From an optimization exercise on the open Yosys and OpenROAD flow, aimed at small area; shortcuts taken in it are not production practice. Function was checked by simulation only, so behaviour that the tests miss may differ from the original.

[flow/standard.sh]
#!/bin/bash
# synth_recipe.tcl (not shown) runs the flow's synth.tcl, then flattens the netlist and writes it again
# the make line also repeats each setting of config.mk as NAME=value (left out here)
make -C /OpenROAD-flow-scripts/flow DESIGN_CONFIG=/design/flow/config.mk WORK_HOME=/design/flow/orfs CLKGATE_MAP_FILE= SYNTH_SCRIPT=/design/flow/synth_recipe.tcl "${@:-finish}"
[flow/flow/run.sh]
#!/bin/bash
# The standard ORFS layout (standard.sh), with these changes in how it is built:
# - synthesis maps with an area-oriented ABC script (flow/abc_area.script) in place
#   of ORFS's speed script; everything else in synthesis is unchanged, so the
#   registers are the standard synthesis's
# - port buffers use the smallest buffer (buf_1) instead of the resizer's pick
# - CTS clusters up to 15 sinks per clkbuf_8 leaf buffer, without dummy loads
# Each tool's output goes to ORFS's logs under orfs/logs; make's output to *.log here.
set -euo pipefail
W=$PWD
rm -rf "$W/scripts"
cp -r "$FLOW_HOME/scripts" "$W/scripts"
cp "$W/flow/abc_area.script" "$W/scripts/abc_speed.script"
export BUFFER_PORTS_ARGS="-buffer_cell sky130_fd_sc_hd__buf_1"
export CTS_ARGS="-sink_clustering_enable -repair_clock_nets -dont_use_dummy_load -sink_clustering_size 15 -sink_clustering_max_diameter 100 -buf_list {sky130_fd_sc_hd__clkbuf_8}"
bash standard.sh SCRIPTS_DIR="$W/scripts" finish > standard.log 2>&1
[flow/design.v]
module InternalNode (
  input wire          clk,
  input wire          rst,
  input wire  [4:0]   in_data_valid,
  input wire  [179:0] in_data,
  output wire [4:0]   out_data_valid,
  output wire [179:0] out_data,
  input wire  [4:0]   downstream_credit,
  output wire [4:0]   upstream_credit
);
localparam LOC = 4;
function [4:0] route_of;
  input        local_in;
  input [3:0]  info;
  input [1:0]  sel;
  begin
    route_of = 5'b0;
    if (local_in) begin
      case (info)
        4'd0, 4'd6: route_of = 5'b00001 << sel;
        4'd1, 4'd2, 4'd3, 4'd4, 4'd5: route_of = 5'b01111;
        default: route_of = 5'b0;
      endcase
    end else begin
      case (info)
        4'd2, 4'd3, 4'd4, 4'd5, 4'd6: route_of = 5'b10000;
        default: route_of = 5'b0;
      endcase
    end
  end
endfunction
function lt16;
  input [15:0] a;
  input [15:0] b;
  integer i;
  reg c;
  begin
    c = 1'b0;
    for (i = 0; i < 16; i = i + 1)
      c = (~a[i] & b[i]) | ((~a[i] | b[i]) & c);
    lt16 = c;
  end
endfunction
wire [10*36-1:0] head;         
wire [10*5-1:0]  hroute;       
wire [9:0]       hact;         
wire [9:0]       sreq;         
wire [9:0]       gsel;         
wire [5*36-1:0]  phead;        
wire [5*5-1:0]   proute;       
wire [4:0]       preq;         
wire [4:0]       pg;           
wire [4:0]       avail;        
wire [5*36-1:0]  pdata;        
reg  [4:0]       ucred;        
reg  [4:0]       lasthalf;     
assign upstream_credit = ucred;
genvar p, h;
generate
for (p = 0; p < 5; p = p + 1) begin: g_port
  wire [2:0] cnt0, cnt1;
  wire       wsel1 = (cnt1 < cnt0);
  wire       vin   = in_data_valid[p];
  wire [35:0] din  = in_data[36*p +: 36];
  wire [1:0] routing;
  reg        rr;               
  wire       rcg0 = routing[0] & (~rr | ~routing[1]);
  wire       rcg1 = routing[1] & ( rr | ~routing[0]);
  wire [35:0] pd0, pd1;
  always @(posedge clk or posedge rst) begin
    if (rst)       rr <= 1'b0;
    else if (rcg0) rr <= 1'b1;
    else if (rcg1) rr <= 1'b0;
  end
  for (h = 0; h < 2; h = h + 1) begin: g_half
    reg  [2:0]  cnt;
    reg  [1:0]  rp;
    reg         act;
    reg  [35:0] q0, q1, q2, q3;
    wire [1:0]  wp  = rp + cnt[1:0];
    wire        wr  = vin & (h == 1 ? wsel1 : ~wsel1);
    wire        pop = gsel[2*p+h] & pg[p];
    wire        rcg = (h == 0) ? rcg0 : rcg1;
    always @(posedge clk) begin
      if (wr && wp == 2'd0) q0 <= din;
      if (wr && wp == 2'd1) q1 <= din;
      if (wr && wp == 2'd2) q2 <= din;
      if (wr && wp == 2'd3) q3 <= din;
    end
    always @(posedge clk or posedge rst) begin
      if (rst) begin
        cnt <= 3'd0;
        rp  <= 2'd0;
        act <= 1'b0;
      end else begin
        cnt <= cnt + {2'b0, wr} - {2'b0, pop};
        if (pop) rp <= rp + 2'd1;
        if (pop)      act <= 1'b0;
        else if (rcg) act <= 1'b1;
      end
    end
    wire [3:0]  rsel = {rp == 2'd3, rp == 2'd2, rp == 2'd1, rp == 2'd0};
    wire [3:0]  psel = {4{ucred[p] & (lasthalf[p] == h)}} & {rsel[0], rsel[3:1]};
    wire [35:0] hd = ({36{rsel[0]}} & q0) | ({36{rsel[1]}} & q1) |
                     ({36{rsel[2]}} & q2) | ({36{rsel[3]}} & q3);
    wire [35:0] pd = ({36{psel[0]}} & q0) | ({36{psel[1]}} & q1) |
                     ({36{psel[2]}} & q2) | ({36{psel[3]}} & q3);
    if (h == 0) begin: g_h0
      assign cnt0 = cnt;
      assign pd0  = pd;
    end else begin: g_h1
      assign cnt1 = cnt;
      assign pd1  = pd;
    end
    assign routing[h] = (cnt != 3'd0) & ~act;
    assign head[36*(2*p+h) +: 36] = hd;
    assign hroute[5*(2*p+h) +: 5] = route_of(p == LOC, hd[35:32], hd[29:28]);
    assign hact[2*p+h] = act;
    assign sreq[2*p+h] = act & ((avail & hroute[5*(2*p+h) +: 5]) ==
                                hroute[5*(2*p+h) +: 5]);
  end
  wire [15:0] pri0 = {head[36*(2*p)   + 32 +: 4], head[36*(2*p)   + 16 +: 12]};
  wire [15:0] pri1 = {head[36*(2*p+1) + 32 +: 4], head[36*(2*p+1) + 16 +: 12]};
  reg         lt;
  always @(posedge clk) lt <= lt16(pri0, pri1);
  assign gsel[2*p]   = sreq[2*p]   & (~sreq[2*p+1] | lt);
  assign gsel[2*p+1] = sreq[2*p+1] & (~sreq[2*p]   | ~lt);
  assign preq[p]     = sreq[2*p] | sreq[2*p+1];
  assign phead[36*p +: 36] = sreq[2*p] & (~sreq[2*p+1] | lt) ?
                             head[36*(2*p) +: 36] : head[36*(2*p+1) +: 36];
  assign proute[5*p +: 5]  = sreq[2*p] & (~sreq[2*p+1] | lt) ?
                             hroute[5*(2*p) +: 5] : hroute[5*(2*p+1) +: 5];
  assign pdata[36*p +: 36] = pd0 | pd1;
  always @(posedge clk) begin
    lasthalf[p] <= gsel[2*p+1];
  end
  reg  [3:0] ocnt;
  wire       dec;
  if (p == LOC) begin: g_dec_up
    assign dec = |(pg[3:0] & {proute[5*3+4], proute[5*2+4], proute[5*1+4],
                              proute[5*0+4]});
  end else begin: g_dec_down
    assign dec = pg[LOC] & proute[5*LOC + p];
  end
  always @(posedge clk or posedge rst) begin
    if (rst) ocnt <= 4'd0;
    else     ocnt <= ocnt + {3'b0, dec} - {3'b0, downstream_credit[p]};
  end
  assign avail[p] = ~ocnt[3];
end
endgenerate
always @(posedge clk or posedge rst) begin
  if (rst) ucred <= 5'b0;
  else     ucred <= pg;
end
wire [3:0]  info_c [0:3];
wire [15:0] addr_c [0:3];
genvar c;
generate
for (c = 0; c < 4; c = c + 1) begin: g_child
  assign info_c[c] = phead[36*c + 32 +: 4];
  assign addr_c[c] = phead[36*c + 16 +: 16];
end
endgenerate
wire [3:0] info_l = phead[36*LOC + 32 +: 4];
wire [3:0] bc_c, uv_c;
generate
for (c = 0; c < 4; c = c + 1) begin: g_kind
  assign bc_c[c] = preq[c] & (info_c[c] == 4'd3);
  assign uv_c[c] = preq[c] & (info_c[c] == 4'd2);
end
endgenerate
assign pg[LOC] = preq[LOC] & ~((info_l == 4'd4) & (|bc_c));
wire uv_eq = (addr_c[0][5:0] == addr_c[1][5:0]) &&
             (addr_c[2][5:0] == addr_c[3][5:0]) &&
             (addr_c[0][5:0] == addr_c[3][5:0]);
wire merge = (&uv_c) & uv_eq;
wire        w0_1 = preq[1] & (~preq[0] | ~(addr_c[0] < addr_c[1]));
wire [15:0] a01  = w0_1 ? addr_c[1] : addr_c[0];
wire        v01  = preq[0] | preq[1];
wire        w1_3 = preq[3] & (~preq[2] | ~(addr_c[2] < addr_c[3]));
wire [15:0] a23  = w1_3 ? addr_c[3] : addr_c[2];
wire        v23  = preq[2] | preq[3];
wire        hi   = v23 & (~v01 | (a23 < a01));
wire [3:0]  tgrant = hi  ? (w1_3 ? 4'b1000 : 4'b0100) :
                     v01 ? (w0_1 ? 4'b0010 : 4'b0001) : 4'b0000;
assign pg[3:0] = (|uv_c) ? {4{merge}} : tgrant;
reg  [17:0] dhdr1;              
reg  [19:0] uhdr1;              
wire [3:0]  usel = merge ? 4'b0001 : tgrant;
wire [19:0] uhdr = ({20{usel[0]}} & phead[36*0 + 16 +: 20]) |
                   ({20{usel[1]}} & phead[36*1 + 16 +: 20]) |
                   ({20{usel[2]}} & phead[36*2 + 16 +: 20]) |
                   ({20{usel[3]}} & phead[36*3 + 16 +: 20]);
wire [4:0]  rdown = route_of(1'b1, dhdr1[17:14], dhdr1[13:12]);
wire [4:0]  rup   = route_of(1'b0, uhdr1[19:16], 2'b00);
wire [3:0]  dvalid1 = {4{ucred[LOC]}} & rdown[3:0];
wire        uvalid1 = (|ucred[3:0]) & rup[4];
always @(posedge clk) begin
  dhdr1 <= {phead[36*LOC + 32 +: 4], phead[36*LOC + 16 +: 14]};
  uhdr1 <= uhdr;
end
reg  [4:0]  ovalid;
reg  [35:0] odown, oup;
wire [15:0] usum = pdata[36*0 +: 16] + pdata[36*1 +: 16] +
                   pdata[36*2 +: 16] + pdata[36*3 +: 16];
always @(posedge clk or posedge rst) begin
  if (rst) ovalid <= 5'b0;
  else     ovalid <= {uvalid1, dvalid1};
end
always @(posedge clk) begin
  odown <= {dhdr1[17:14], pdata[36*LOC + 30 +: 2], dhdr1[13:0],
            pdata[36*LOC +: 16]};
  oup   <= {uhdr1, usum};
end
assign out_data_valid = ovalid;
assign out_data = {oup, odown, odown, odown, odown};
endmodule
[flow/config.mk]
export PLATFORM = sky130hd
export DESIGN_NAME = InternalNode
export DESIGN_NICKNAME = InternalNode
export VERILOG_FILES = /design/flow/design.v
export SDC_FILE = /design/flow/constraint.sdc
export NUM_CORES = 4
export LEC_CHECK = 0
export CAP_MARGIN = 20
export CORE_MARGIN = 2
export CORE_UTILIZATION = 40
export SLEW_MARGIN = 20
[flow/constraint.sdc]
create_clock -name core_clock -period 10.0 [get_ports {clk}]
set_input_delay 2.0000 -clock core_clock [delete_from_list [all_inputs] [get_ports {clk}]]
set_output_delay 2.0000 -clock core_clock [all_outputs]
set_load 0.01 [all_outputs]
[flow/flow/abc_area.script]
&get -n
&st
&dc2
&syn3
&dch -f
&nf -a -R 1000
&put
topo
dnsize -c
==> results of run 1 <==
## registers in the layout, indices dropped and copies added (netlist names)
register / count
g_port.g_half.q0: 360
g_port.g_half.q1: 360
g_port.g_half.q2: 360
g_port.g_half.q3: 360
odown: 36
oup: 36
g_port.g_half.cnt: 30
g_port.g_half.rp: 20
g_port.ocnt: 20
uhdr1: 20
dhdr1: 18
g_port.g_half.act: 10
g_port.lt: 5
g_port.rr: 5
lasthalf: 5
ovalid: 5
ucred: 5
## cells in the final DEF, fill, tap and decap left out, types with 76 or more instances in the layout
master / n
a21boi_0: 77
a21oi_1: 146
a222oi_1: 280
a22oi_1: 194
buf_1: 381
buf_4: 151
clkbuf_8: 121
clkinv_1: 143
dfrtp_1: 95
dfxtp_1: 120
edfxtp_1: 1440
ha_1: 160
nand2_1: 349
nand3_1: 76
nor2_1: 118
o21ai_0: 108
## worst max path at each step
stage                                   start                    endpoint  slack (ns)  depth (start not counted)
global route        g_port[2].g_half[0].rp[0]  g_port[2].g_half[0].cnt[2]       0.001                         42
CTS                 g_port[3].g_half[0].rp[0]  g_port[2].g_half[0].cnt[2]        0.62                         44
detailed placement  g_port[3].g_half[0].rp[0]  g_port[2].g_half[0].cnt[2]        0.79                         44
floorplan           g_port[3].g_half[0].rp[0]  g_port[2].g_half[0].cnt[2]        0.31                         42
finish              g_port[3].g_half[0].rp[0]  g_port[2].g_half[0].cnt[2]        0.71                         44
global placement    g_port[3].g_half[0].rp[0]           g_port[4].ocnt[1]        0.90                         42
## logic make-up after synthesis
family / after synthesis / share of synthesized area
and+or+nand+nor: 753 / 0.05233
muxes: 15 / 0.002339
AOI/OAI and AO/OA: 984 / 0.1168
adders and majority gates: 210 / 0.04601
buffers and inverters: 252 / 0.02106
xor gates and xnor gates: 97 / 0.01324
DFF: 1655 / 0.7482
## metrics by stage
stage               instances  cell area [sq um]
floorplan                3966              64180
global placement         6476              68820
detailed placement       6476              68820
CTS                      6597              70490
global route             6601              70510
finish                   6614              70540
## area by class of cell
| cell class | instances | area (sq um) |
|---|---|---|
| well taps | 2086 | 2610 |
| clock buffers | 121 | 1665 |
| inverters | 144 | 543.0 |
| diodes | 17 | 42.54 |
| flip-flops and latches | 1655 | 48020 |
| repair buffers | 532 | 2564 |
| fillers | 14180 | 89480 |
| multi-input cells | 2059 | 15090 |
## layer usage
| metal | vias up | GRT usage | part of all wire |
|---|---|---|---|
| met5 | - | 0 | 0.00091 |
| met4 | 22 | 0.06108 | 0.026 |
| met3 | 260 | 0.03715 | 0.079 |
| met2 | 1581 | 0.3389 | 0.48 |
| met1 | 19190 | 0.2844 | 0.42 |
| li1 | 16860 | - | - |
## repair_timing
| item | 4_1_cts | 5_1_grt |
|---|---|---|
| resized for setup | 0 | 2 |
| setup endpoints to repair | 0 | 9 |
| endpoints found under the hold margin | 0 | 0 |
==> impl_results.md, run 1 <==
- Status: finished clean
- Sequential area share after synthesis: 0.7482
- Ys async rst share: 0.05740
- CTS root buf: clkbuf_8
- Buf/Inv on CP: 6
- Die area: between 0.15 and 0.2 sq mm
- Post-CTS Hold Buffers: 0
- Post-Syn Area per Cell: roughly 16 sq um
- FP Rows: ~150
- CP top delay family: compound AO/OA/AOI/OAI gates
- Worst min path class: reg2reg
- Critical Path End Type: register
- Unrepaired setup endpoints after global routing: no
- NumNets Final: a little under 5000
- Setup_tns: 0 ns
- ANT nets after route: 0
- DRC: 0
- Mapped Cells: just under 4000
- H-tree levels: 3
- Detailed placement HPWL: 112.9 mm
- Layout Skew: 0.1033 ns
- Min Tclk post-route: roughly 9.3 ns
- Largest net degree at the start of global routing: 62
- Clk sinks: roughly 1700
- Reg2reg end: g_port[2].g_half[0].cnt[2]
- First-pass detailed-route iteration total: 9
- Syn Nets: roughly 4400
- FMAX: 107.6 MHz
- Data required, critical path: 10.73 ns
- Final wirelength: 173.4 mm
- Synth top cells by count: edfxtp_1 (1440), nand2_1 (349), a222oi_1 (280), a22oi_1 (194), ha_1 (160)
- Critical path class: reg2reg
- Final core occ: 0.4408
- #FFs+latches synth: approximately 1700
- Final setup fails: 0
- Initial Utilization: 0.4011
- CTS Buffer Depth: 3
- Routability Congestion: 0.8809
- CP Launch Type: register
- Syn Std Cell Area: roughly 0.064 sq mm
- Ports: 382
- Final period util: 0.9294
- Reg2Reg Depth: 44
- Critical Path AT: 10.03 ns
- Worst Hold Depth: 0
- Area growth from synthesis to layout: 9.908%
- Vias per std cell: between 5 and 6
- Worst r2r src: g_port[3].g_half[0].rp[0]
- CP peak stage delay: roughly 0.56 ns
- Synth top area share: 0.6738
- Worst R2R Setup Slack: between 0.7 and 0.8 ns
- Min Hold Slack: 0.3320 ns
- Grt total ovfl: 0
- Worst setup margin: around 0.71 ns
- Area leader, netlist: edfxtp_1
- Worst-skew pair later-pin latency: 0.91 ns
- Max-slew violations: 0
- Top FF cell, synth: edfxtp_1
- Top-count cell post-synth: edfxtp_1
- Vias in the first global route: between 30000 and 40000
- Iter 0 DRT Violations: between 4000 and 5000
- WL/cell: about 26 um
- Share of layout cells above drive strength 1: 0.07049
- Max-slew headroom: 0.3047
- Max cap viols: 0
- Clk slew on worst S/H paths: roughly 0.10 ns
- Port bufs: 381
- Synthesis warning total: 1
- Tot GR Track Use: 0.2077
- Postcts setup bufs: 0
- Initial antenna violation count: 40
- Final hold violation count: 0
- Core Region: approximately 0.16 sq mm
- Yosys cell types: 52
- Hold wc startpoint: dhdr1[4]
- First-pass GRT wire length: between 200 and 300 mm
- Worst-path fanout max: 23
- Setup Slack @ Placement: roughly 0.79 ns
- Largest cells by area after synthesis: edfxtp_1 (67%), a222oi_1 (4.4%), dfxtp_1 (3.7%)
- Slew @ Worst Pin: 1.043 ns
- Die height: about 400 um
- Chip width: 404.6 um
- Hold EP: odown[20]
- CTS tree: built
- Slowest cell on crit path: a21boi_0
- Vias: between 30000 and 40000
- EDFF count, synth: roughly 1400
- CTS Buf Count: 121
==> run 2: changes to the inputs <==
--- a/flow/design.v
+++ b/flow/design.v
@@ -193,19 +193,20 @@
                    ({20{usel[2]}} & phead[36*2 + 16 +: 20]) |
                    ({20{usel[3]}} & phead[36*3 + 16 +: 20]);
-wire [4:0]  rdown = route_of(1'b1, dhdr1[17:14], dhdr1[13:12]);
-wire [4:0]  rup   = route_of(1'b0, uhdr1[19:16], 2'b00);
-wire [3:0]  dvalid1 = {4{ucred[LOC]}} & rdown[3:0];
-wire        uvalid1 = (|ucred[3:0]) & rup[4];
 always @(posedge clk) begin
   dhdr1 <= {phead[36*LOC + 32 +: 4], phead[36*LOC + 16 +: 14]};
   uhdr1 <= uhdr;
 end
-reg  [4:0]  ovalid;
+reg         dv2, uv2;           
 reg  [35:0] odown, oup;
 wire [15:0] usum = pdata[36*0 +: 16] + pdata[36*1 +: 16] +
                    pdata[36*2 +: 16] + pdata[36*3 +: 16];
 always @(posedge clk or posedge rst) begin
-  if (rst) ovalid <= 5'b0;
-  else     ovalid <= {uvalid1, dvalid1};
+  if (rst) begin
+    dv2 <= 1'b0;
+    uv2 <= 1'b0;
+  end else begin
+    dv2 <= ucred[LOC];
+    uv2 <= |ucred[3:0];
+  end
 end
 always @(posedge clk) begin
@@ -214,5 +215,7 @@
   oup   <= {uhdr1, usum};
 end
-assign out_data_valid = ovalid;
+wire [4:0]  rdown = route_of(1'b1, odown[35:32], odown[29:28]);
+wire [4:0]  rup   = route_of(1'b0, oup[35:32], 2'b00);
+assign out_data_valid = {uv2 & rup[4], {4{dv2}} & rdown[3:0]};
 assign out_data = {oup, odown, odown, odown, odown};
 endmodule
--- a/flow/config.mk
+++ b/flow/config.mk
@@ -8,4 +8,5 @@
 export CAP_MARGIN = 20
 export CORE_MARGIN = 2
-export CORE_UTILIZATION = 40
+export CORE_UTILIZATION = 65
+export GPL_TIMING_DRIVEN = 0
 export SLEW_MARGIN = 20
==> run 2 against run 1 <==
Compared with the run above:
- still clean on timing, DRC and antenna
- first-iteration DRC count increased by 30%
- via count increased by 1.4%
- count of clock-buffer cells in the layout decreased by 1
- flip-flop and latch count decreased by 3
- cell count decreased by 11%
- critical path type unchanged
- largest cell class unchanged
==> impl_results.md, run 2 <==
- #FFs+latches synth: 1652 (-0.18%)
- Slew @ Worst Pin: 1.182 ns (+0.1390 ns)
- Yosys cell types: 52 (unchanged)
- Data required, critical path: 10.67 ns (-0.06 ns)
- Worst-skew pair later-pin latency: 0.84 ns (-0.07 ns)
- Critical Path AT: 10.15 ns (+0.12 ns)
- Vias: 38440 (+1.4%)
- Ys async rst share: 0.05569 (-0.001712)
- CTS Buf Count: 120 (-0.83%)
- Met2 wire length: 77.08 mm (-6.9%)
- Syn Std Cell Area: 0.06407 sq mm (-0.18%)
- Min Tclk post-route: 9.487 ns (+0.1932 ns)
- Chip width: 318.0 um (-21%)
- Mapped Cells: 3968 (+0.050%)
- Die area: 0.1011 sq mm (-38%)
- Worst-path fanout max: 34 (+48%)
- Top-count cell post-synth: edfxtp_1
- Area growth from synthesis to layout: 10.48%
- Max-slew headroom: 0.2037 (-0.1010)
- Postcts setup bufs: 0 (unchanged)
- Setup_tns: 0 ns (unchanged)
- WL met1: 62.80 mm (-13%)
- Clk slew on worst S/H paths: 0.10 ns (about the same)
- NumNets Final: 4975 (+1.3%)
- Tot GR Track Use: 0.3136 (+0.1059)
- Commonest cells after routing, fill and taps aside: edfxtp_1 (1440), buf_1 (382), nand2_1 (353)
- EDFF count, synth: 1440 (unchanged)
- Vias in the first global route: 37380 (+1.2%)
- Synth top cells by count: edfxtp_1 (1440), nand2_1 (353), a222oi_1 (276), a22oi_1 (212), ha_1 (160)
- DRC: 0 (unchanged)
- Synth top area share: 0.6749 (+0.001184)
- Final period util: 0.9487 (+0.01932)
- Ports: 382 (unchanged)
- Top layer in use: met5
- CTS Buffer Depth: 3 (unchanged)
- Initial antenna violation count: 30 (-25%)
- Largest net degree at the start of global routing: 66 (+6.5%)
- Core Region: 0.09799 sq mm (-39%)
- Largest cells by area after synthesis: edfxtp_1 (67%), a222oi_1 (4.3%), dfxtp_1 (3.7%)
- Initial Utilization: 0.6538 (+0.2527)
- WL/cell: 27.36 um (+4.3%)
- Worst R2R Setup Slack: 0.51 ns (-0.19 ns)
- Area leader, netlist: edfxtp_1
- H-tree levels: 3 (unchanged)
- Final core occ: 0.7223 (+0.2815)
- Synthesis warning total: 1 (unchanged)
- First-pass GRT wire length: 235.3 mm (-6.4%)
- Detailed placement HPWL: 106.3 mm (-5.9%)
- Final hold violation count: 0 (unchanged)
- Crit path top cell by count: clkinv_1
- CP Launch Type: register
- Post-CTS Hold Buffers: 0 (unchanged)
- CTS root buf: clkbuf_8
- Share of layout cells above drive strength 1: 0.09244 (+0.02194)
- Worst min path class: reg2reg
- Syn Nets: 4365 (+0.046%)
- Most common cell after layout, fill and taps aside: edfxtp_1
- FP Rows: 115 (-22%)
- Wire length on met3: 15.58 mm (+14%)
- Grt total ovfl: 0 (unchanged)
- Top FF cell, synth: edfxtp_1
- Iter 0 DRT Violations: 5760 (+30%)
- CP peak stage delay: 0.51 ns (-0.05 ns)
- Area of the multi-input gates: 0.01524 sq mm (+1.0%)
- Final setup fails: 0 (unchanged)
- CTS tree: built
- Vias per std cell: 6.544 (+14%)
- Final wirelength: 160.7 mm (-7.3%)
- Post-Syn Area per Cell: 16.15 sq um (-0.23%)
- Max-slew violations: 0 (unchanged)
- Clk sinks: 1652 (-0.18%)
- Reg area: 0.04795 sq mm (-0.16%)
- Sequential area share after synthesis: 0.7484 (about the same)
- Die height: 318.0 um (-21%)
- Layout Skew: 0.07871 ns (-0.02460 ns)
- Status: finished clean
- Port bufs: 381 (unchanged)
- ANT nets after route: 0 (unchanged)
- Critical Path End Type: register
- Critical path class: reg2reg
- First-pass detailed-route iteration total: 10 (+1)
- Max cap viols: 0 (unchanged)
- Routability Congestion: 0.9125 (+3.6%)
- Fillers: 6298 (-56%)
- Slowest cell on crit path: fa_1
- FMAX: 105.4 MHz (-2.0%)
==> run 2: cell count changes after synthesis, moves of 6 or more <==
cell / change
a21oi_1: -6
o221ai_1: -7
a22oi_1: +18
o21ai_0: +20
mux2i_1: -6
nand3_1: -10
==> run 2: critical path, delay by kind of cell (launching register included) <==
| kind | cells | cell delay, ns |
|---|---|---|
| flops | 1 | 0.43 |
| compound gates | 17 | 4.10 |
| simple gates | 10 | 1.69 |
| buf+inv | 7 | 0.95 |
| fa+ha+maj | 6 | 2.17 |
==> run 2: metrics by stage <==
stage                     std cells  area [sq um]  hold slack [ns]  setup slack [ns]
after floorplan                3968         64070           0.3096            0.4402
after global placement         5636         67110           0.3120            -3.180
after detailed placement       5740         68910           0.3121           -0.6191
after CTS                      5861         70640           0.3232          0.008146
after global routing           5869         70770           0.3263          -0.03069
final                          5874         70780           0.3174            0.5126
==> run 2: path summary, 6_finish.rpt <==
check	start	end	cells after the start
hold / removal	dhdr1[0]	odown[16]	0
setup reg to reg	g_port[3].g_half[0].rp[0]	g_port[4].ocnt[1]	40
hold reg to reg	dhdr1[0]	odown[16]	0
min in group asynchronous	rst	g_port[3].g_half[0].cnt[2]	2
setup / recovery	g_port[3].g_half[0].rp[0]	g_port[4].ocnt[1]	40
max in group asynchronous	rst	g_port[2].g_half[1].cnt[1]	3
==> run 2: timing repair <==
item | in CTS | in global routing
endpoints found under the hold margin | 0 | 0
resized for setup | 23 | 32
pin swaps | 1 | 0
setup endpoints to repair | 22 | 22
cloned | 1 | 1
==> run 2: layer usage <==
| layer | track usage | up-vias |
|---|---|---|
| met5 | 0 | - |
| met3 | 0.06579 | 279 |
| li1 | - | 17000 |
| met1 | 0.4365 | 19190 |
| met2 | 0.5034 | 1938 |
| met4 | 0.09989 | 34 |
==> run 2: cell type report <==
cell class              count  area share
flip-flops and latches   1652      0.6774
inverters                 148    0.007920
clock buffers             120     0.02333
well taps                1287     0.02275
diodes                     11   0.0003889
plain buffers             108     0.01146
multi-input cells        2062      0.2154
repair buffers            486     0.04137
==> run 2: cell families (layout without fill, tap and decap cells) <==
family,Yosys count,in the layout,synth area share
xor gates and xnor gates,97,97,0.01326
DFF,1652,1652,0.7484
muxes,9,9,0.001406
and+or+nand+nor,742,742,0.05166
buffers and inverters,256,862,0.02133
AOI/OAI and AO/OA,1006,1008,0.1185
adders and majority gates,206,206,0.04547
other,0,11,0
==> run 3: changes to the inputs <==
--- a/flow/config.mk
+++ b/flow/config.mk
@@ -9,4 +9,3 @@
 export CORE_MARGIN = 2
 export CORE_UTILIZATION = 65
-export GPL_TIMING_DRIVEN = 0
 export SLEW_MARGIN = 20
==> run 3 against run 2 <==
Compared with the run above:
- critical path type unchanged
- synthesized cell count stayed put
- cell count is 1.3% lower
- count of clock-buffer cells in the layout stayed put
- critical path depth is 1 higher
- still clean
- largest cell class unchanged
==> impl_results.md, run 3 <==
- Status: finished clean
- H-tree levels: 3 (unchanged)
- #FFs+latches synth: 1652 (unchanged)
- Hold wc startpoint: uhdr1[8]
- Routability Congestion: 0.9368 (+2.7%)
- Synthesis warning total: 1 (unchanged)
- Setup_tns: 0 ns (unchanged)
- Clk slew on worst S/H paths: 0.10 ns (about the same)
- First-pass GRT wire length: 233.8 mm (-0.63%)
- Sequential area share after synthesis: 0.7484 (unchanged)
- CTS Buf Count: 120 (unchanged)
- Critical Path AT: 9.84 ns (-0.31 ns)
- Final hold violation count: 0 (unchanged)
- Min Tclk post-route: 9.183 ns (-0.3040 ns)
- FMAX: 108.9 MHz (+3.3%)
- Worst R2R Setup Slack: 0.82 ns (+0.30 ns)
- EDFF count, synth: 1440 (unchanged)
- Ys async rst share: 0.05569 (unchanged)
- CTS tree: built
- Syn Nets: 4365 (unchanged)
- Layout Skew: 0.09300 ns (+0.01428 ns)
- Post-CTS Hold Buffers: 0 (unchanged)
- Max cap viols: 0 (unchanged)
- Clk sinks: 1652 (unchanged)
- Core Region: 0.09799 sq mm (unchanged)
- Largest cells by area after synthesis: edfxtp_1 (67%), a222oi_1 (4.3%), dfxtp_1 (3.7%)
- Worst Hold Depth: 0 (unchanged)
- Worst r2r src: g_port[3].g_half[0].rp[0]
- Top FF cell, synth: edfxtp_1
- Data required, critical path: 10.66 ns (about the same)
- Crit path top cell by count: a21oi_1
- Largest net degree at the start of global routing: 58 (-12%)
- Reg2reg end: g_port[4].ocnt[1]
- Slew @ Worst Pin: 1.062 ns (-0.1197 ns)
- NumNets Final: 4898 (-1.5%)
- CTS Buffer Depth: 3 (unchanged)
- Final period util: 0.9183 (-0.03040)
- Syn Std Cell Area: 0.06407 sq mm (unchanged)
- Hold EP: oup[24]
- Post-Syn Area per Cell: 16.15 sq um (unchanged)
- Final wirelength: 158.9 mm (-1.1%)
- Slowest cell on crit path: o21ai_0
- FP Rows: 115 (unchanged)
- Area leader, netlist: edfxtp_1
- Synth top area share: 0.6749 (unchanged)
- Initial Utilization: 0.6538 (unchanged)
- CP Launch Type: register
- Synth top cells by count: edfxtp_1 (1440), nand2_1 (353), a222oi_1 (276), a22oi_1 (212), ha_1 (160)
- WL/cell: 27.40 um (+0.16%)
- Port bufs: 381 (unchanged)
- Critical Path End Type: register
- Mapped Cells: 3968 (unchanged)
- CP peak stage delay: 0.71 ns (+0.20 ns)
- Vias in the first global route: 36700 (-1.8%)
- Max-slew headroom: 0.2843 (+0.08067)
- Vias: 37940 (-1.3%)
- Unrepaired setup endpoints after global routing: no
- DRC: 0 (unchanged)
- Ports: 382 (unchanged)
- Iter 0 DRT Violations: 5026 (-13%)
- Top-count cell post-synth: edfxtp_1
- Grt total ovfl: 0 (unchanged)
- Min Hold Slack: 0.3317 ns (+0.01428 ns)
- ANT nets after route: 0 (unchanged)
- Detailed placement HPWL: 101.0 mm (-4.9%)
- Commonest cells after routing, fill and taps aside: edfxtp_1 (1440), buf_1 (381), nand2_1 (353)
- Worst min path class: reg2reg
- Tot GR Track Use: 0.3127 (-0.0008992)
- Yosys cell types: 52 (unchanged)
- Fillers: 6508 (+3.3%)
- Area growth from synthesis to layout: 8.210%
- Reg2Reg Depth: 41 (+2.5%)
- Worst-skew pair later-pin latency: 0.85 ns (about the same)
- Max-slew violations: 0 (unchanged)
- Worst-path fanout max: 25 (-26%)
- Vias per std cell: 6.544 (about the same)
- Postcts setup bufs: 0 (unchanged)
- Share of layout cells above drive strength 1: 0.06779 (-0.02465)
- Die area: 0.1011 sq mm (unchanged)
- Die height: 318.0 um (unchanged)
- Initial antenna violation count: 25 (-17%)
- Most common cell after layout, fill and taps aside: edfxtp_1
- Chip width: 318.0 um (unchanged)
- First-pass detailed-route iteration total: 9 (-1)
- CTS root buf: clkbuf_8
- Final setup fails: 0 (unchanged)
- Critical path class: reg2reg
[run 3: changes by cell type in the layout (fill, tap and decap cells not counted), sizes merged]
cell / delta
clkinv: -1
diode: +1
inv: +1
o21ai: -1
buf: -76
clkbuf: +1
o21a: -1
[run 3: final cells by class]
cell class | count | area, sq um | share of cell area
clock buffers | 120 | 1652 | 0.02382
repair buffers | 519 | 2479 | 0.03575
well taps | 1287 | 1610 | 0.02323
inverters | 148 | 558.0 | 0.008049
multi-input cells | 2060 | 15050 | 0.2171
diodes | 12 | 30.03 | 0.0004332
flip-flops and latches | 1652 | 47950 | 0.6916
[run 3: worst max-delay path: cells and delay by family (launching register included)]
kind	cells	cell delay [ns]
buffers and inverters	7	0.94
AND/OR/NAND/NOR	9	1.25
AO/OA/AOI/OAI	19	4.50
adder cells (fa/ha/maj)	6	1.92
flip-flops	1	0.42
[run 3: how the worst max path moves through the flow]
stage | from | endpoint | slack [ns] | depth (start not counted)
finish | g_port[3].g_half[0].rp[0] | g_port[4].ocnt[1] | 0.82 | 41
global route | g_port[3].g_half[0].rp[0] | g_port[4].ocnt[1] | 0.02 | 40
CTS | g_port[3].g_half[0].rp[0] | g_port[4].ocnt[1] | 0.72 | 39
floorplan | g_port[1].g_half[1].rp[0] | g_port[4].ocnt[1] | 0.44 | 40
global placement | g_port[3].g_half[0].rp[0] | g_port[4].ocnt[1] | 0.90 | 37
detailed placement | g_port[3].g_half[0].rp[0] | g_port[4].ocnt[1] | 0.79 | 39
[run 3: routing by layer]
| layer | share of wire | up-vias | global-route usage |
|---|---|---|---|
| li1 | - | 16840 | - |
| met1 | 0.39 | 18800 | 0.4358 |
| met2 | 0.48 | 1998 | 0.5003 |
| met3 | 0.10 | 273 | 0.06884 |
| met4 | 0.032 | 32 | 0.09704 |
| met5 | 0.0012 | - | 0 |
[run 3: kinds of logic (layout without fill, tap and decap cells)]
family                   after synthesis  in the layout  share of synthesized area
AO/OA/AOI/OAI                       1006           1006                     0.1185
XOR/XNOR                              97             97                    0.01326
adder cells (fa/ha/maj)              206            206                    0.04547
buffers and inverters                256            787                    0.02133
flip-flops                          1652           1652                     0.7484
multiplexers                           9              9                   0.001406
other                                  0             12                          0
AND/OR/NAND/NOR                      742            742                    0.05166
[run 3: through the flow]
step | instance area, sq um | util | worst slack (ns) | instances
finish | 69330 | 0.7075 | 0.8167 | 5798
global placement | 67620 | 0.6901 | 0.8956 | 5665
floorplan | 64070 | - | 0.4402 | 3968
global route | 69310 | 0.7073 | 0.02232 | 5792
detailed placement | 67620 | 0.6901 | 0.7866 | 5665
CTS | 69280 | 0.7070 | 0.7220 | 5785
[run 3: what timing repair did]
item	CTS	global route
endpoints found under the setup margin	0	7
resized for setup	0	4
hold endpoints to repair	0	0
==> run 4: changes to the inputs <==
--- a/flow/config.mk
+++ b/flow/config.mk
@@ -8,4 +8,4 @@
 export CAP_MARGIN = 20
 export CORE_MARGIN = 2
-export CORE_UTILIZATION = 65
+export CORE_UTILIZATION = 80
 export SLEW_MARGIN = 20
==> run 4 against run 3 <==
Compared with the run above:
- highest routed layer unchanged
- via count is 7.7% higher
- clock skew shrank 0.016 ns
- critical path depth down 1
- die area down 19%
- cell count is 4.0% lower
- sequential share of layout area is 0.32 points higher
- still clean
- area after synthesis stayed put
- flip-flop and latch count unchanged
==> impl_results.md, run 4 <==
- Sequential area share after synthesis: 0.7484 (unchanged)
- Critical Path AT: 10.18 ns (+0.34 ns)
- Worst R2R Setup Slack: 0.45 ns (-0.37 ns)
- Data required, critical path: 10.63 ns (-0.03 ns)
- Yosys cell types: 52 (unchanged)
- Critical path class: reg2reg
- Top layer in use: met5
- Initial antenna violation count: 32 (+28%)
- Vias: 40870 (+7.7%)
- #FFs+latches synth: 1652 (unchanged)
- Worst-path fanout max: 35 (+40%)
- Synth top cells by count: edfxtp_1 (1440), nand2_1 (353), a222oi_1 (276), a22oi_1 (212), ha_1 (160)
- Worst Hold Depth: 0 (unchanged)
- Ports: 382 (unchanged)
- DRC: 0 (unchanged)
- Largest net degree at the start of global routing: 55 (-5.2%)
- Chip width: 287.0 um (-9.7%)
- WL/cell: 30.93 um (+13%)
- Area growth from synthesis to layout: 7.708%
- Hold EP: odown[34]
- First-pass detailed-route iteration total: 11 (+2)
- CTS Buf Count: 120 (unchanged)
- Layout Skew: 0.07679 ns (-0.01621 ns)
- Commonest cells after routing, fill and taps aside: edfxtp_1 (1440), buf_1 (381), nand2_1 (353)
- Reg2Reg Depth: 40 (-2.4%)
- Syn Nets: 4365 (unchanged)
- Most common cell after layout, fill and taps aside: edfxtp_1
- CTS Buffer Depth: 3 (unchanged)
- Iter 0 DRT Violations: 7220 (+44%)
- WL met1: 55.39 mm (-9.9%)
- CTS root buf: clkbuf_8
- Initial Utilization: 0.8097 (+0.1558)
- Final hold violation count: 0 (unchanged)
- Vias per std cell: 7.341 (+12%)
- Mapped Cells: 3968 (unchanged)
- Max cap viols: 0 (unchanged)
- Worst min path class: reg2reg
- Detailed placement HPWL: 112.3 mm (+11%)
- First-pass GRT wire length: 249.7 mm (+6.8%)
- Clk slew on worst S/H paths: 0.09 ns (about the same)
- ANT nets after route: 0 (unchanged)
- Final core occ: 0.8721 (+0.1646)
- Met2 wire length: 83.43 mm (+10%)
- Clk sinks: 1652 (unchanged)
- Largest cells by area after synthesis: edfxtp_1 (67%), a222oi_1 (4.3%), dfxtp_1 (3.7%)
- NumNets Final: 4894 (-0.082%)
- Worst path depth: 40 (-2.4%)
- Post-CTS Hold Buffers: 0 (unchanged)
- Grt total ovfl: 0 (unchanged)
- Core Region: 0.07913 sq mm (-19%)
- Final setup fails: 0 (unchanged)
- Unrepaired setup endpoints after global routing: no
- Critical Path End Type: register
- Ys async rst share: 0.05569 (unchanged)
- CP peak stage delay: 0.67 ns (-0.04 ns)
- Die area: 0.08236 sq mm (-19%)
- Top FF cell, synth: edfxtp_1
- Slew @ Worst Pin: 1.209 ns (+0.1471 ns)
- Tot GR Track Use: 0.4154 (+0.1027)
- Wire length on met3: 24.44 mm (+48%)
- Buf/Inv on CP: 8 (+1)
- Slowest cell on crit path: o21bai_1
- Synthesis warning total: 1 (unchanged)
- Top-count cell post-synth: edfxtp_1
- Routability Congestion: 0.9646 (+3.0%)
- CP Launch Type: register
- Hold wc startpoint: dhdr1[16]
- Setup_tns: 0 ns (unchanged)
- Max-slew headroom: 0.1865 (-0.09784)
- Port bufs: 381 (unchanged)
- Final period util: 0.9550 (+0.03667)
- Max-slew violations: 0 (unchanged)
- Worst-skew pair later-pin latency: 0.81 ns (-0.04 ns)
- FP Rows: 103 (-10%)
- Die height: 287.0 um (-9.7%)
- Share of layout cells above drive strength 1: 0.06719 (-0.0006071)
- Status: finished clean
- Post-Syn Area per Cell: 16.15 sq um (unchanged)
- FMAX: 104.7 MHz (-3.8%)
- Min Tclk post-route: 9.550 ns (+0.3667 ns)
- CP top delay family: compound AO/OA/AOI/OAI gates
- CTS tree: built
- Final wirelength: 172.2 mm (+8.4%)
- Area leader, netlist: edfxtp_1
- H-tree levels: 3 (unchanged)
- Syn Std Cell Area: 0.06407 sq mm (unchanged)
- EDFF count, synth: 1440 (unchanged)
- Reg2reg end: g_port[4].ocnt[1]
- Synth top area share: 0.6749 (unchanged)
- Worst r2r src: g_port[3].g_half[0].rp[0]
- Vias in the first global route: 40210 (+9.6%)
==> run 4: cell types whose count changed in the layout (fill, tap and decap cells not counted), sizes merged <==
| cell | previous run | this run |
|---|---|---|
| buf | 518 | 515 |
| diode | 12 | 22 |
| clkbuf | 121 | 120 |
==> run 4: how the worst max path moves through the flow <==
stage                         startpoint                 to  slack (ns)
6_report       g_port[3].g_half[0].rp[0]  g_port[4].ocnt[1]        0.45
5_1_grt        g_port[3].g_half[0].rp[1]  g_port[4].ocnt[1]        0.01
4_1_cts        g_port[0].g_half[0].rp[1]  g_port[4].ocnt[1]        0.34
3_5_place_dp   g_port[0].g_half[0].rp[1]  g_port[4].ocnt[1]        0.59
3_3_place_gp   g_port[0].g_half[0].rp[0]  g_port[4].ocnt[1]        0.82
2_1_floorplan  g_port[1].g_half[1].rp[0]  g_port[4].ocnt[1]        0.44
==> run 4: logic make-up (layout without fill, tap and decap cells) <==
logic type	after synthesis	count (layout)	share of synthesized area
flip-flops	1652	1652	0.7484
AO/OA/AOI/OAI	1006	1006	0.1185
AND/OR/NAND/NOR	742	742	0.05166
buffers and inverters	256	783	0.02133
adder cells (fa/ha/maj)	206	206	0.04547
XOR/XNOR	97	97	0.01326
multiplexers	9	9	0.001406
other	0	22	0
==> run 4: what timing repair did <==
action | in CTS | in global routing
gates resized for setup | 0 | 6
setup buffers | 0 | 5
setup endpoints to repair | 0 | 19
==> run 4: per-stage QoR <==
stage | std cells | hold slack, ns | setup slack, ns | area [sq um]
2_1_floorplan | 3968 | 0.3096 | 0.4402 | 64070
3_3_place_gp | 5420 | 0.3111 | 0.8232 | 67250
3_5_place_dp | 5420 | 0.3128 | 0.5949 | 67250
4_1_cts | 5540 | 0.3341 | 0.3447 | 68910
5_1_grt | 5563 | 0.3353 | 0.01366 | 68990
6_report | 5567 | 0.3339 | 0.4500 | 69000
==> run 4: per-layer routing <==
layer	global-route usage	up-vias
met5	0	-
met4	0.2008	18
met3	0.1028	615
met2	0.6658	3744
met1	0.5441	19650
li1	-	16840
==> run 4: cell type report <==
| cell class | instances | area, sq um |
|---|---|---|
| Antenna cell | 22 | 55.05 |
| Clock buffer | 120 | 1652 |
| Fill cell | 3321 | 10120 |
| Inverter | 148 | 558.0 |
| Multi-Input combinational cell | 2060 | 15040 |
| Sequential cell | 1652 | 47950 |
| Tap cell | 1050 | 1314 |
| Timing Repair Buffer | 515 | 2436 |
==> run 5: changes to the inputs <==
==> flow/flow/run.sh (replaced) <==
#!/bin/bash
# The standard ORFS layout (standard.sh), with these changes in how it is built:
# - synthesis maps with an area-oriented ABC script (flow/abc_area.script) in place
#   of ORFS's speed script; everything else in synthesis is unchanged, so the
#   registers are the standard synthesis's
# - port buffers use the smallest buffer (buf_1) instead of the resizer's pick
# - CTS clusters up to 10 sinks per clkbuf_4 leaf buffer, without dummy loads
# Each tool's output goes to ORFS's logs under orfs/logs; make's output to *.log here.
set -euo pipefail
W=$PWD
rm -rf "$W/scripts"
cp -r "$FLOW_HOME/scripts" "$W/scripts"
cp "$W/flow/abc_area.script" "$W/scripts/abc_speed.script"
export BUFFER_PORTS_ARGS="-buffer_cell sky130_fd_sc_hd__buf_1"
export CTS_ARGS="-sink_clustering_enable -repair_clock_nets -dont_use_dummy_load -sink_clustering_size 10 -sink_clustering_max_diameter 60 -buf_list {sky130_fd_sc_hd__clkbuf_4}"
bash standard.sh SCRIPTS_DIR="$W/scripts" finish > standard.log 2>&1
--- a/flow/config.mk
+++ b/flow/config.mk
@@ -8,4 +8,4 @@
 export CAP_MARGIN = 20
 export CORE_MARGIN = 2
-export CORE_UTILIZATION = 80
+export CORE_UTILIZATION = 65
 export SLEW_MARGIN = 20
==> run 5 against run 4 <==
Compared with the run above:
- still clean
- clock skew is 0.043 ns higher
- non-clock buffer count up 4
- critical path type unchanged
- fmax grew 3.7%
- via count down 6.2%
==> impl_results.md, run 5 <==
- Die area: 0.1011 sq mm (+23%)
- FMAX: 108.6 MHz (+3.7%)
- Critical Path End Type: register
- Top-count cell post-synth: edfxtp_1
- Setup_tns: 0 ns (unchanged)
- Share of layout cells above drive strength 1: 0.08087 (+0.01368)
- Synth top area share: 0.6749 (unchanged)
- Synthesis warning total: 1 (unchanged)
- Largest cells by area after synthesis: edfxtp_1 (67%), a222oi_1 (4.3%), dfxtp_1 (3.7%)
- Layout Skew: 0.1195 ns (+0.04271 ns)
- Detailed placement HPWL: 101.0 mm (-10%)
- EDFF count, synth: 1440 (unchanged)
- Final hold violation count: 0 (unchanged)
- Yosys cell types: 52 (unchanged)
- Vias: 38350 (-6.2%)
- Commonest cells after routing, fill and taps aside: edfxtp_1 (1440), buf_1 (381), nand2_1 (353)
- First-pass detailed-route iteration total: 10 (-1)
- CTS tree: built
- Mapped Cells: 3968 (unchanged)
- Vias per std cell: 6.536 (-11%)
- CP peak stage delay: 0.51 ns (-0.16 ns)
- Crit path top cell by count: ha_1
- Chip width: 318.0 um (+11%)
- Fillers: 6600 (+99%)
- Min Hold Slack: 0.2858 ns (-0.04803 ns)
- ANT nets after route: 0 (unchanged)
- Critical path class: reg2reg
- NumNets Final: 4962 (+1.4%)
- Top FF cell, synth: edfxtp_1
- #FFs+latches synth: 1652 (unchanged)
- Worst-skew pair later-pin latency: 1.13 ns (+0.32 ns)
- Most common cell after layout, fill and taps aside: edfxtp_1
- Max-slew headroom: 0.2793 (+0.09279)
- Largest net degree at the start of global routing: 58 (+5.5%)
- WL met1: 61.86 mm (+12%)
- Die height: 318.0 um (+11%)
- Area growth from synthesis to layout: 7.808% (about the same)
- Slowest cell on crit path: a21boi_0
- Post-Syn Area per Cell: 16.15 sq um (unchanged)
- Port bufs: 381 (unchanged)
- DRC: 0 (unchanged)
- Critical Path AT: 10.16 ns (-0.02 ns)
- Wire length on met3: 16.38 mm (-33%)
- Iter 0 DRT Violations: 5121 (-29%)
- Grt total ovfl: 0 (unchanged)
- Top layer in use: met5
- Max cap viols: 0 (unchanged)
- Fin cells: 5867 (+5.4%)
- WL/cell: 27.21 um (-12%)
- Status: finished clean
- Ports: 382 (unchanged)
- Final setup fails: 0 (unchanged)
- Min Tclk post-route: 9.205 ns (-0.3445 ns)
- Vias in the first global route: 37370 (-7.1%)
- Area leader, netlist: edfxtp_1
- Syn Nets: 4365 (unchanged)
- Final instance area: 0.06907 sq mm (about the same)
- Ys async rst share: 0.05569 (unchanged)
- Postcts setup bufs: 0 (unchanged)
- Buf/Inv on CP: 7 (-1)
- Unrepaired setup endpoints after global routing: no
- Initial antenna violation count: 27 (-16%)
- Met2 wire length: 76.38 mm (-8.4%)
- Synth top cells by count: edfxtp_1 (1440), nand2_1 (353), a222oi_1 (276), a22oi_1 (212), ha_1 (160)
- Post-place instance area: 0.06762 sq mm (+0.55%)
- Tot GR Track Use: 0.3161 (-0.09932)
- Max-slew violations: 0 (unchanged)
- Worst min path class: reg2reg
- Sequential area share after synthesis: 0.7484 (unchanged)
- CTS Buffer Depth: 3 (unchanged)
- FP Rows: 115 (+12%)
- Final wirelength: 159.6 mm (-7.3%)
- Slew @ Worst Pin: 1.070 ns (-0.1396 ns)
- Syn Std Cell Area: 0.06407 sq mm (unchanged)
- CTS-repair resized insts: 0 (unchanged)
- Post-CTS Hold Buffers: 0 (unchanged)
- Initial Utilization: 0.6538 (-0.1558)
- Core Region: 0.09799 sq mm (+24%)
- CTS root buf: clkbuf_4
- Clk sinks: 1652 (unchanged)
- CP Launch Type: register
- Clk slew on worst S/H paths: 0.11 ns (+0.02 ns)
- Placed cell count: 5665 (+4.5%)
- Data required, critical path: 10.95 ns (+0.32 ns)
- First-pass GRT wire length: 235.6 mm (-5.7%)
- Final period util: 0.9205 (-0.03445)
- CP top delay family: compound AO/OA/AOI/OAI gates
- Routability Congestion: 0.9368 (-2.9%)
- CTS Buf Count: 184 (+53%)
- H-tree levels: 4 (+1)
- Worst-path fanout max: 28 (-20%)
==> run 5: changes by cell type in the layout (fill, tap and decap cells not counted), moves of 2 or more <==
cell,delta
clkbuf_4,+185
clkbuf_8,-120
a21boi_0,+6
a21boi_1,-6
diode_2,-5
buf_4,+2
==> run 5: through the flow <==
stage	worst slack (ns)	utilization
2_1_floorplan	0.4402	-
3_3_place_gp	0.8956	0.6901
3_5_place_dp	0.7866	0.6901
4_1_cts	0.7688	0.7042
5_1_grt	0.03018	0.7047
6_report	0.7945	0.7049
==> run 5: cell families after synthesis <==
| group | count (synthesis) | share of synthesized area |
|---|---|---|
| AO/OA/AOI/OAI | 1006 | 0.1185 |
| multiplexers | 9 | 0.001406 |
| adder cells (fa/ha/maj) | 206 | 0.04547 |
| XOR/XNOR | 97 | 0.01326 |
| flip-flops | 1652 | 0.7484 |
| buffers and inverters | 256 | 0.02133 |
| AND/OR/NAND/NOR | 742 | 0.05166 |
==> run 5: layout make-up <==
type / count / area, sq um / share of cell area
clock buffer: 184 / 1381 / 0.02000
antenna: 17 / 42.54 / 0.0006159
multi-input combinational: 2060 / 15050 / 0.2179
timing repair buffer: 519 / 2479 / 0.03589
sequential: 1652 / 47950 / 0.6942
inverter: 148 / 558.0 / 0.008079
tap: 1287 / 1610 / 0.02331
==> run 5: path summary, 6_finish.rpt <==
kind	startpoint	endpoint	slack [ns]	depth (start not counted)
setup / recovery	g_port[1].g_half[1].rp[0]	g_port[4].ocnt[2]	0.79	43
hold / removal	uhdr1[16]	oup[32]	0.29	0
setup reg to reg	g_port[1].g_half[1].rp[0]	g_port[4].ocnt[2]	0.79	43
hold reg to reg	uhdr1[16]	oup[32]	0.29	0
max in group asynchronous	rst	g_port[2].g_half[1].rp[1]	7.78	3
min in group asynchronous	rst	g_port[0].g_half[1].act	0.96	2
==> run 5: worst reg2reg max path: cells and delay by family (launching register included) <==
family,cells,cell delay (ns)
AOI/OAI and AO/OA,21,4.56
xor gates and xnor gates,1,0.14
adders and majority gates,6,1.79
buffers and inverters,7,1.31
DFF,1,0.42
muxes,1,0.14
and+or+nand+nor,7,0.68
==> run 5: layer usage <==
layer,global-route usage,vias to the layer above
met5,0,-
met4,0.1067,30
li1,-,17040
met2,0.5028,2029
met3,0.06884,290
met1,0.4400,18960

[re-timing with driven ports]
The results above use ideal ports. As a check the final layouts listed here were re-extracted and re-timed, cells and wires unchanged.
Step 1 assumes that a clkbuf_16 drives the clock port and a buf_2 every other input.
Step 2 also shifts input and output timing later by t, the mid clock arrival at the registers, as if the neighbouring blocks saw the same clock.
Three values: no drivers, after step 1, after step 2; two values: the first two.
run	t, ns	slack for setup (ns)	worst hold slack (ns)	slew at the worst register clock pin (ns)	pins driven straight from the clock port
run 1	0.947	0.706 / 0.706 / 0.706	0.332 / 0.332 / 0.332	0.11 / 0.11	1
run 2	0.869	0.513 / 0.513 / 0.513	0.317 / 0.317 / 0.317	0.11 / 0.11	1
run 3	0.881	0.817 / 0.817 / 0.817	0.332 / 0.332 / 0.332	0.11 / 0.11	1
run 4	0.836	0.450 / 0.450 / 0.450	0.334 / 0.334 / 0.334	0.12 / 0.12	1
run 5	1.140	0.795 / 0.795 / 0.795	0.286 / 0.286 / 0.286	0.12 / 0.12	1
After both steps setup and hold are still met in every run listed.
